From an optimization exercise on the open Yosys and OpenROAD flow, aimed at small area; shortcuts taken in it are not production practice. In this exercise RTL edits were held to simulation tests only and were not proved equivalent to the original. The clock port is modelled as an ideal driver; clocking choices that lean on that would not hold on a real chip. No activity file was given, so power comes from the tool's default toggle rates.

Design warmup, start of the top module:
module warmup(
	input        clk,
	input        rst,
	input        rx,
	output [7:0] result_data,
	output       overflow
);
==> flow/config.mk <==
export PLATFORM = sky130hd
export DESIGN_NAME = warmup
export DESIGN_NICKNAME = warmup
export VERILOG_FILES = /design/flow/design.v
export SDC_FILE = /design/flow/constraint.sdc
export NUM_CORES = 4
export LEC_CHECK = 0
export CAP_MARGIN = 20
export CORE_MARGIN = 2
export CORE_UTILIZATION = 40
export SLEW_MARGIN = 20
==> flow/constraint.sdc <==
create_clock -name core_clock -period 30.0 [get_ports {clk}]
set_input_delay 6.0000 -clock core_clock [delete_from_list [all_inputs] [get_ports {clk}]]
set_output_delay 6.0000 -clock core_clock [all_outputs]
set_load 0.01 [all_outputs]
standard.sh (not shown) runs the stock make flow with config.mk's settings and CLKGATE_MAP_FILE= SYNTH_SCRIPT=/design/flow/synth_recipe.tcl, a recipe that flattens the netlist after the stock synthesis.
==> flow/flow/run.sh <==
#!/bin/bash
# Standard layout with three changes: an area-oriented ABC mapping script,
# port buffers made from the smallest buffer, and a clock tree without
# dummy loads. Each tool's output goes to layout.log.
set -euo pipefail
here=$(pwd)
rm -rf "$here/scripts"
cp -r "$FLOW_HOME/scripts" "$here/scripts"
cp "$here/flow/abc.script" "$here/scripts/abc_speed.script"
export SCRIPTS_DIR="$here/scripts"
export BUFFER_PORTS_ARGS="-buffer_cell sky130_fd_sc_hd__buf_1"
export CTS_ARGS="-sink_clustering_enable -repair_clock_nets -dont_use_dummy_load -sink_clustering_size 60 -sink_clustering_max_diameter 500 -buf_list sky130_fd_sc_hd__clkbuf_8"
bash standard.sh > layout.log 2>&1
==> flow/flow/abc.script <==
&get -n
&st
&dch -f
&nf -a
&st
&syn2
&dch -f
&nf -a
&st
&syn2
&dch -f
&nf -a
&put
The first run finished with timing, DRC and antenna clean.
Then changed:
==> flow/flow/run.sh (replaced) <==
#!/bin/bash
set -euo pipefail
export BUFFER_PORTS_ARGS="-buffer_cell sky130_fd_sc_hd__buf_1"
export CTS_ARGS="-sink_clustering_enable -repair_clock_nets -dont_use_dummy_load -sink_clustering_size 60 -sink_clustering_max_diameter 500 -buf_list sky130_fd_sc_hd__clkbuf_8"
bash standard.sh > layout.log 2>&1
removed: flow/flow/abc.script
The changed run finished with timing, DRC and antenna clean.
Design area went up by about 3.3%.
Clock-buffer cell count stays the same.
Wire length rose by about 6%.
Area after synthesis goes up by 5.3%.
Global-route usage goes down by 1.4 points.
Combinational power decreases by about 6%.
Die area increases by about 5%.
Then changed:
==> flow/flow/run.sh (replaced) <==
#!/bin/bash
# Standard layout with three changes: an area-oriented ABC mapping script,
# port buffers made from the smallest buffer, and a clock tree without
# dummy loads. Each tool's output goes to layout.log.
set -euo pipefail
here=$(pwd)
rm -rf "$here/scripts"
cp -r "$FLOW_HOME/scripts" "$here/scripts"
cp "$here/flow/abc.script" "$here/scripts/abc_speed.script"
export SCRIPTS_DIR="$here/scripts"
export BUFFER_PORTS_ARGS="-buffer_cell sky130_fd_sc_hd__buf_1"
export CTS_ARGS="-sink_clustering_enable -repair_clock_nets -dont_use_dummy_load -sink_clustering_size 10 -sink_clustering_max_diameter 500 -buf_list sky130_fd_sc_hd__clkbuf_4 -root_buf sky130_fd_sc_hd__clkbuf_8"
bash standard.sh > layout.log 2>&1
==> flow/flow/abc.script (new file) <==
&get -n
&st
&dch -f
&nf -a
&st
&syn2
&dch -f
&nf -a
&st
&syn2
&dch -f
&nf -a
&put
What happened: The changed run completed without violations; maximum frequency stays flat; worst setup slack gets worse by 8.4 ps; routed wire length goes down by 5.7%; global-route usage rises by 1.4 points; sequential cell count stays the same; area after synthesis fell by 5.0%; non-clock buffer count went up by 1; total power climbs by 1.8%; die area is lower by 4.8%; design area falls by 3.2%.

v4:
Another version of the RTL of warmup (not shown whole).
For scale: about 180 cells after synthesis, about 52 flip-flops, roughly 12 I/O pins.
Design warmup, start of the top module:
module warmup(
	input        clk,
	input        rst,
	input        rx,
	output [7:0] result_data,
	output       overflow
);
	reg [2:0] t8;
	function [2:0] succ(input [2:0] v);
		succ = {v[1:0], v[2] ^ (v[0] | ~v[1])};
	endfunction
	wire [2:0] n8 = succ(t8);
	reg [1:0] t3;
	reg [2:0] t7;
	reg [4:0] t31;
	always @(posedge clk) begin
		t8  <= n8;
		t3  <= {t3[0], ~(t3[1] & t3[0])};
		t7  <= {t7[1:0], (t7[2] ^ t7[1]) | ~rst};
		t31 <= {t31[3:0], (t31[4] ^ t31[2]) | ~rst};
	end
	wire tick = (&t8) & (&t3) & (&t7) & (&t31);
	wire [2:0] p = t8;
	localparam [2:0] P0 = 3'd6, P7 = 3'd7;
	wire p0 = (p == P0);
	wire p7 = (p == P7);
	reg [1:0] idx;
	reg       busy;
	reg [2:0] j;
	reg       valid;
	reg [2:0] k;           
	reg [7:0] A, W, B;
	reg       dA, dB;      
	reg       c;           
	reg       dec;         
	wire      rxs = dec;
	reg       ov;          
	localparam K_OTHER = 3'd0, K_AND = 3'd2, K_OR = 3'd3,
	           K_ADD = 3'd4, K_SUB = 3'd5, K_MUL = 3'd6, K_DIV = 3'd7;
	wire is_add = (k == K_ADD);
	wire is_sub = (k == K_SUB);
	wire is_and = (k == K_AND);
	wire is_or  = (k == K_OR);
	wire is_mul = (k == K_MUL);
	wire is_div = (k == K_DIV);
	wire md     = is_mul | is_div;
	wire comp  = (idx == 2'd3);
	wire dtick = tick & busy & ~comp;
	wire stick = tick & ~busy & ~comp & ~rx;
	wire trial = comp & ~busy;
	wire write = comp & busy;
	wire jl    = (j == P7);
	wire first = trial & (j == P0);
	wire lastw = write & jl;
	wire [7:0] op = {rx, A[7:1]};
	reg  [2:0] kn;
	always @* begin
		case (op)
			8'h2B: kn = K_ADD;
			8'h2D: kn = K_SUB;
			8'h2A: kn = K_MUL;
  ...
export LEC_CHECK = 0
export CAP_MARGIN = 20
export CORE_MARGIN = 2
export CORE_UTILIZATION = 40
export SLEW_MARGIN = 20
create_clock -name core_clock -period 30.0 [get_ports {clk}]
==> flow/flow/run.sh <==
#!/bin/bash
# Standard layout with three changes: synthesis maps the logic with several
# ABC scripts and keeps the smallest result, port buffers use the smallest
# buffer, and the clock tree has no dummy loads. The flow's output goes to
# layout.log (ORFS keeps each step's log under orfs/logs).
set -euo pipefail
here=$(pwd)
rm -rf "$here/scripts"
cp -r "$FLOW_HOME/scripts" "$here/scripts"
python3 - "$here/scripts/synth.tcl" <<'PY'
import sys
p = sys.argv[1]
s = open(p).read()
old = "  log_cmd abc {*}$abc_args\n"
assert s.count(old) == 1
s = s.replace(old, "  source $::env(FLOW_FLOW_DIR)/multi_abc.tcl\n")
open(p, "w").write(s)
PY
export SCRIPTS_DIR="$here/scripts"
export FLOW_FLOW_DIR="$here/flow"
export BUFFER_PORTS_ARGS="-buffer_cell sky130_fd_sc_hd__buf_1"
export CTS_ARGS="-sink_clustering_enable -repair_clock_nets -dont_use_dummy_load -sink_clustering_size 60 -sink_clustering_max_diameter 500 -buf_list sky130_fd_sc_hd__clkbuf_8"
bash standard.sh > layout.log 2>&1
==> flow/flow/abc_amap.script <==
strash
dch -f
amap
&get -n
&st
&dch -f
&nf -a
&put
==> flow/flow/abc_nfa2.script <==
&get -n
&st
&dch -f
&nf -a
&st
&syn2
&dch -f
&nf -a
&st
&syn2
&dch -f
&nf -a
&put
==> flow/flow/abc_nfa3.script <==
&get -n
&st
&dch -f
&nf -a -p
&st
&syn2
&dch -f
&nf -a -p
&st
&syn2
&dch -f
&nf -a -p
&st
&syn2
&dch -f
&nf -a -p
&put
==> flow/flow/abc_r1.script <==
&get -n
&st
&synch2
&if -g -K 6
&synch2
&dch -f
&nf -a
&st
&syn2
&dch -f
&nf -a
&st
&syn2
&dch -f
&nf -a
&put
==> flow/flow/abc_r4.script <==
&get -n
&st
&dch -f
&nf -a -R 1000
&st
&syn2
&dch -f
&nf -a -R 1000
&st
&syn2
&dch -f
&nf -a -R 1000
&put
==> flow/flow/abc_r5.script <==
&get -n
&st
&dch -f
&nf -a
&st
&syn2
&dch -f
&nf -a
&st
&syn3
&dch -f
&nf -a
&st
&syn4
&dch -f
&nf -a
&put
==> flow/flow/abc_speed.script <==
&get -n
&st
&dch
&nf
&st
&syn2
&if -g -K 6
&synch2
&nf
&st
&syn2
&if -g -K 6
&synch2
&nf
&st
&syn2
&if -g -K 6
&synch2
&nf
&st
&syn2
&if -g -K 6
&synch2
&nf
&st
&syn2
&if -g -K 6
&synch2
&nf
&put
buffer -c
topo
stime -c
upsize -c
dnsize -c
==> flow/flow/multi_abc.tcl <==
# Sourced by synth.tcl in place of its single abc call: maps the design
# with each ABC script in flow/ and keeps the mapping with the least area.
design -save my_pre_abc
set best_area ""
set best_script ""
foreach scr [lsort [glob $::env(FLOW_FLOW_DIR)/abc_*.script]] {
  design -load my_pre_abc
  set args $abc_args
  lset args 1 $scr
  log_cmd abc {*}$args
  set st [tee -q -s result.string stat {*}$lib_args]
  if { [regexp {Chip area for module[^:]*: ([0-9.]+)} $st -> area] } {
    puts "multi_abc: $scr area $area"
    if { $best_area eq "" || $area < $best_area } {
      set best_area $area
      set best_script $scr
      design -save my_best_abc
    }
  }
}
puts "multi_abc: chose $best_script area $best_area"
design -load my_best_abc
v4 ran to completion and came out clean on the timing, DRC and antenna checks.
--- input diff v4..v23 ---
==> flow/flow/run.sh <==
#!/bin/bash
# Standard layout with three changes: an area-oriented ABC mapping script,
# port buffers made from the smallest buffer, and a clock tree without
# dummy loads. Each tool's output goes to layout.log.
set -euo pipefail
here=$(pwd)
rm -rf "$here/scripts"
cp -r "$FLOW_HOME/scripts" "$here/scripts"
cp "$here/flow/abc.script" "$here/scripts/abc_speed.script"
export SCRIPTS_DIR="$here/scripts"
export BUFFER_PORTS_ARGS="-buffer_cell sky130_fd_sc_hd__buf_1"
export CTS_ARGS="-sink_clustering_enable -repair_clock_nets -dont_use_dummy_load -sink_clustering_size 60 -sink_clustering_max_diameter 500 -buf_list sky130_fd_sc_hd__clkbuf_8"
bash standard.sh > layout.log 2>&1
==> flow/flow/abc.script (new file) <==
&get -n
&deepsyn -T 20
&dch -f
&nf -a
&put
removed: flow/flow/abc_amap.script
removed: flow/flow/abc_nfa2.script
removed: flow/flow/abc_nfa3.script
removed: flow/flow/abc_r1.script
removed: flow/flow/abc_r4.script
removed: flow/flow/abc_r5.script
removed: flow/flow/abc_speed.script
removed: flow/flow/multi_abc.tcl
Final instance count without filler cells for v23: 1.1% up relative to v4
v23 vs. v4: final critical-path share of the clock period shows no meaningful change; worst reg2reg path depth went down; final critical-path required period did not really move; power flat.
The setup slack on v4 is in line with that on v23.
In v23 relative to v4, via count of the first global-routing pass had gone up by a few percent.
Of v23 and v4, the run reporting the lower pin count of the biggest net entering global routing was v4.
Wire length of the first global-routing pass, v23 and v4: lower on v4
[v23] die area fell 19 um^2 relative to v4
In v23, the combinational power came out about 12% below the value in v4.

Another version of the RTL of warmup (not shown whole).
For scale: ~210 cells after synthesis, ~53 flip-flops.
export LEC_CHECK = 0
export CAP_MARGIN = 20
export CORE_MARGIN = 2
export CORE_UTILIZATION = 40
export SLEW_MARGIN = 20
create_clock -name core_clock -period 30.0 [get_ports {clk}]
==> flow/flow/run.sh <==
#!/bin/bash
set -euo pipefail
export BUFFER_PORTS_ARGS="-buffer_cell sky130_fd_sc_hd__buf_1"
export CTS_ARGS="-sink_clustering_enable -repair_clock_nets -dont_use_dummy_load -sink_clustering_size 60 -sink_clustering_max_diameter 500 -buf_list sky130_fd_sc_hd__clkbuf_16 -root_buf sky130_fd_sc_hd__clkbuf_16"
bash standard.sh > layout.log 2>&1
==> next run, changes <==
==> flow/flow/run.sh (replaced) <==
#!/bin/bash
set -euo pipefail
export BUFFER_PORTS_ARGS="-buffer_cell sky130_fd_sc_hd__buf_1"
export CTS_ARGS="-sink_clustering_enable -repair_clock_nets -dont_use_dummy_load -sink_clustering_size 60 -sink_clustering_max_diameter 500 -buf_list sky130_fd_sc_hd__clkbuf_8"
bash standard.sh > layout.log 2>&1
The new run finished with timing, DRC and antenna clean.
Synthesized area stays the same.
Cell count does not change.
Maximum frequency shrinks by about 0.36%.
Routed wire length goes up by 0.63%.
Via count decreases by about 0.34%.
Total power is lower by 11%.
Count of clock-buffer cells in the layout is unchanged.
Clock skew rose by 11 ps.
Design area shrinks by about 2.3%.
Die area stays the same.
==> next run, changes <==
==> flow/run.sh (new file) <==
#!/bin/bash
# synth_recipe.tcl (not shown) runs the flow's synth.tcl, then flattens the netlist and writes it again
# the make line also repeats each setting of config.mk as NAME=value (left out here)
make -C /OpenROAD-flow-scripts/flow DESIGN_CONFIG=/design/flow/config.mk WORK_HOME=/design/flow/orfs CLKGATE_MAP_FILE= SYNTH_SCRIPT=/design/flow/synth_recipe.tcl finish
removed: flow/flow/run.sh
removed: flow/standard.sh
After rerunning:
- final cell count grows by about 1%
- first-iteration DRC count shrinks by about 9%
- total power climbs by 1.4%
- cell area grows by about 3.3%
- worst setup slack degrades by 370 ps
- worst hold slack hardly moves
- utilization rose by 1.5 points
- sequential power hardly moves

Another version of the RTL of warmup (not shown whole).
Size in the first run: roughly 190 cells after synthesis, about 12 I/O pins.
==> flow/config.mk <==
export PLATFORM = sky130hd
export DESIGN_NAME = warmup
export DESIGN_NICKNAME = warmup
export VERILOG_FILES = /design/flow/design.v
export SDC_FILE = /design/flow/constraint.sdc
export NUM_CORES = 4
export LEC_CHECK = 0
export CAP_MARGIN = 20
export CORE_MARGIN = 2
export CORE_UTILIZATION = 40
export SLEW_MARGIN = 20
==> flow/constraint.sdc <==
create_clock -name core_clock -period 30.0 [get_ports {clk}]
set_input_delay 6.0000 -clock core_clock [delete_from_list [all_inputs] [get_ports {clk}]]
set_output_delay 6.0000 -clock core_clock [all_outputs]
set_load 0.01 [all_outputs]
==> flow/flow/run.sh <==
#!/bin/bash
# The standard layout (standard.sh) with these changes:
#  - synthesis skips the full-adder extraction and maps the logic with each
#    ABC script in flow/ (abc_*.script), keeping the smallest result
#    (flow/multi_abc.tcl); registers are the standard synthesis's;
#  - port buffers use the smallest buffer (buf_1);
#  - after placement, flow/clock_buffer.tcl builds the clock tree: a root
#    buffer driving one buffer per strip of flip-flops; CTS is pointed at the
#    clock port's net, which then has a single sink, so it adds nothing.
# The ORFS steps log to orfs/logs; the make output goes to layout.log and the
# clock tree step's to clock_buffer.log.
set -euo pipefail
here=$(pwd)
rm -rf "$here/scripts"
cp -r "$FLOW_HOME/scripts" "$here/scripts"
python3 - "$here/scripts/synth.tcl" <<'PY'
import sys
p = sys.argv[1]
s = open(p).read()
old = "  log_cmd abc {*}$abc_args\n"
assert s.count(old) == 1
s = s.replace(old, "  source $::env(FLOW_FLOW_DIR)/multi_abc.tcl\n")
open(p, "w").write(s)
PY
export SCRIPTS_DIR="$here/scripts"
export ADDER_MAP_FILE=
export FLOW_FLOW_DIR="$here/flow"
export BUFFER_PORTS_ARGS="-buffer_cell sky130_fd_sc_hd__buf_1"
export CTS_ARGS="-clk_nets clk -dont_use_dummy_load"
bash standard.sh synth floorplan place > layout.log 2>&1
export PLACE_ODB="$(ls -d "$here"/orfs/results/*/*/base)/3_place.odb"
export CLOCK_BUFFER_CELL="${CLOCK_BUFFER_CELL:-sky130_fd_sc_hd__clkbuf_8}"
export CLOCK_ROOT_CELL="${CLOCK_ROOT_CELL:-sky130_fd_sc_hd__clkbuf_2}"
export CLOCK_GROUPS="${CLOCK_GROUPS:-3}"
openroad -no_init -exit "$here/flow/clock_buffer.tcl" > clock_buffer.log 2>&1
bash standard.sh >> layout.log 2>&1
==> flow/flow/abc_w1.script <==
&get -n
&st
&synch2
&if -g -K 6
&synch2
&dch -f
&nf -a -p -R 1000
&st
&syn2
&dch -f
&nf -a -p -R 1000
&st
&syn2
&dch -f
&nf -a -p -R 1000
&put
==> flow/flow/abc_w2.script <==
&get -n
&st
&syn2
&if -g -K 6
&synch2
&if -g -K 6
&synch2
&dch -f
&nf -a -p
&st
&syn2
&dch -f
&nf -a -p
&put
==> flow/flow/abc_w4.script <==
&get -n
&st
&synch2
&if -g -K 5
&synch2
&dch -f
&nf -a -p
&st
&syn2
&dch -f
&nf -a -p
&put
==> flow/flow/abc_w5.script <==
&get -n
&st
&synch2
&if -g -K 6
&synch2
&dch
&nf -a -p
&st
&syn2
&dch
&nf -a -p
&st
&syn2
&dch
&nf -a -p
&put
==> flow/flow/abc_w6.script <==
&get -n
&st
&synch2
&if -g -K 6
&synch2
&dch -f
&nf -a -p -F 20 -A 20
&st
&syn2
&dch -f
&nf -a -p -F 20 -A 20
&put
==> flow/flow/abc_w7.script <==
&get -n
&st
&synch2
&if -g -K 6
&synch2
&dch -f
&nf -a -p
&st
&syn2
&dch -f
&nf -a -p
&st
&syn2
&dch -f
&nf -a -p
&st
&syn2
&dch -f
&nf -a -p
&put
==> flow/flow/abc_w8.script <==
&get -n
&st
&dc2
&synch2
&if -g -K 6
&synch2
&dch -f
&nf -a -p
&st
&syn2
&dch -f
&nf -a -p
&put
Other scripts of this flow, unchanged in this note and not shown: flow/flow/abc_amap.script, flow/flow/abc_nfa2.script, flow/flow/abc_nfa3.script, flow/flow/abc_q2.script, flow/flow/abc_q4.script, flow/flow/abc_r1.script, flow/flow/abc_r4.script, flow/flow/abc_r5.script, flow/flow/abc_speed.script, flow/flow/clock_buffer.tcl, flow/flow/multi_abc.tcl
Next try:
==> flow/flow/run.sh (replaced) <==
#!/bin/bash
# Standard layout with these changes: synthesis maps the logic with several
# ABC scripts and keeps the smallest result; port buffers use the smallest
# buffer; after placement a few clock buffers, each driving one strip of
# flip-flops, make the clock tree, so CTS has
# nothing left to build. Output goes to layout.log and clock_buffer.log
# (ORFS keeps each step's log under orfs/logs).
set -euo pipefail
here=$(pwd)
rm -rf "$here/scripts"
cp -r "$FLOW_HOME/scripts" "$here/scripts"
python3 - "$here/scripts/synth.tcl" <<'PY'
import sys
p = sys.argv[1]
s = open(p).read()
old = "  log_cmd abc {*}$abc_args\n"
assert s.count(old) == 1
s = s.replace(old, "  source $::env(FLOW_FLOW_DIR)/multi_abc.tcl\n")
open(p, "w").write(s)
PY
export SCRIPTS_DIR="$here/scripts"
export FLOW_FLOW_DIR="$here/flow"
export BUFFER_PORTS_ARGS="-buffer_cell sky130_fd_sc_hd__buf_1"
export CTS_ARGS="-clk_nets clk -dont_use_dummy_load"
bash standard.sh synth floorplan place > layout.log 2>&1
export PLACE_ODB="$(ls -d "$here"/orfs/results/*/*/base)/3_place.odb"
export CLOCK_BUFFER_CELL="${CLOCK_BUFFER_CELL:-sky130_fd_sc_hd__clkbuf_8}"
export CLOCK_ROOT_CELL="${CLOCK_ROOT_CELL:-sky130_fd_sc_hd__clkbuf_2}"
export CLOCK_GROUPS="${CLOCK_GROUPS:-3}"
openroad -no_init -exit "$here/flow/clock_buffer.tcl" > clock_buffer.log 2>&1
bash standard.sh >> layout.log 2>&1
removed: flow/flow/abc_w1.script
removed: flow/flow/abc_w2.script
removed: flow/flow/abc_w4.script
removed: flow/flow/abc_w5.script
removed: flow/flow/abc_w6.script
removed: flow/flow/abc_w7.script
removed: flow/flow/abc_w8.script
Global-route usage increases by 0.54 points. Sequential cell count is unchanged. Synthesized area went up by 1.4%. Clock skew came out higher by 4.4 ps.
Next try:
--- a/flow/flow/run.sh
+++ b/flow/flow/run.sh
@@ -20,4 +20,5 @@
 PY
 export SCRIPTS_DIR="$here/scripts"
+export ADDER_MAP_FILE=
 export FLOW_FLOW_DIR="$here/flow"
 export BUFFER_PORTS_ARGS="-buffer_cell sky130_fd_sc_hd__buf_1"
==> flow/flow/abc_w1.script (new file) <==
&get -n
&st
&synch2
&if -g -K 6
&synch2
&dch -f
&nf -a -p -R 1000
&st
&syn2
&dch -f
&nf -a -p -R 1000
&st
&syn2
&dch -f
&nf -a -p -R 1000
&put
==> flow/flow/abc_w2.script (new file) <==
&get -n
&st
&syn2
&if -g -K 6
&synch2
&if -g -K 6
&synch2
&dch -f
&nf -a -p
&st
&syn2
&dch -f
&nf -a -p
&put
==> flow/flow/abc_w4.script (new file) <==
&get -n
&st
&synch2
&if -g -K 5
&synch2
&dch -f
&nf -a -p
&st
&syn2
&dch -f
&nf -a -p
&put
==> flow/flow/abc_w5.script (new file) <==
&get -n
&st
&synch2
&if -g -K 6
&synch2
&dch
&nf -a -p
&st
&syn2
&dch
&nf -a -p
&st
&syn2
&dch
&nf -a -p
&put
==> flow/flow/abc_w6.script (new file) <==
&get -n
&st
&synch2
&if -g -K 6
&synch2
&dch -f
&nf -a -p -F 20 -A 20
&st
&syn2
&dch -f
&nf -a -p -F 20 -A 20
&put
==> flow/flow/abc_w7.script (new file) <==
&get -n
&st
&synch2
&if -g -K 6
&synch2
&dch -f
&nf -a -p
&st
&syn2
&dch -f
&nf -a -p
&st
&syn2
&dch -f
&nf -a -p
&st
&syn2
&dch -f
&nf -a -p
&put
==> flow/flow/abc_w8.script (new file) <==
&get -n
&st
&dc2
&synch2
&if -g -K 6
&synch2
&dch -f
&nf -a -p
&st
&syn2
&dch -f
&nf -a -p
&put
The changed run produced a clean layout.
Synthesized area decreases slightly.
Wire length decreases by a few percent.
Clock power increases by a few percent.

port drivers added, routing unchanged:
No port has a modelled driver above. Below, the same layouts with a new extraction and two added sets of constraints. Step 1, drivers: a clkbuf_16 drives clk and a buf_2 each remaining input, both assumed. Step 2 moves the port delays by t, midway between the first and last clock arrival at a register: inputs arrive t later, outputs are due t later. That takes back most of the time a late clock gives input paths. a / b / c = ideal ports / drivers / drivers and shift; a / b = the first two.
run	t, ns	setup slack, ns	hold slack, ns	worst setup path at the end	worst data-port slew with drivers (ns)
the first run of note 1	0.321	22.905 / 22.880 / 22.881	0.332 / 0.332 / 0.332	input to register	0.03
the second run of note 1	0.318	22.913 / 22.884 / 22.989	0.326 / 0.326 / 0.326	input to register	0.03
the third run of note 1	0.321	22.905 / 22.880 / 22.881	0.332 / 0.332 / 0.332	input to register	0.03
v4	0.311	22.912 / 22.889 / 22.843	0.332 / 0.332 / 0.332	input to register	0.03
v23	0.326	22.913 / 22.885 / 22.661	0.327 / 0.327 / 0.327	input to register	0.03
the first run of note 3	0.313	22.925 / 22.890 / 23.037	0.323 / 0.323 / 0.323	input to register	0.03
the second run of note 3	0.321	22.899 / 22.871 / 23.045	0.326 / 0.326 / 0.326	input to register	0.03
the third run of note 3	0.323	22.529 / 22.503 / 22.641	0.326 / 0.326 / 0.326	input to register	0.03
the first run of note 4	0.371	22.842 / 22.817 / 22.863	0.338 / 0.338 / 0.338	input to register	0.03
the second run of note 4	0.369	22.828 / 22.805 / 22.950	0.329 / 0.329 / 0.329	input to register	0.03
the third run of note 4	0.371	22.842 / 22.817 / 22.863	0.338 / 0.338 / 0.338	input to register	0.03
After both steps every run listed still meets setup and hold. The setup slack of v23, which loses most, moves by -0.028 ns with the drivers and by -0.252 ns with both steps.
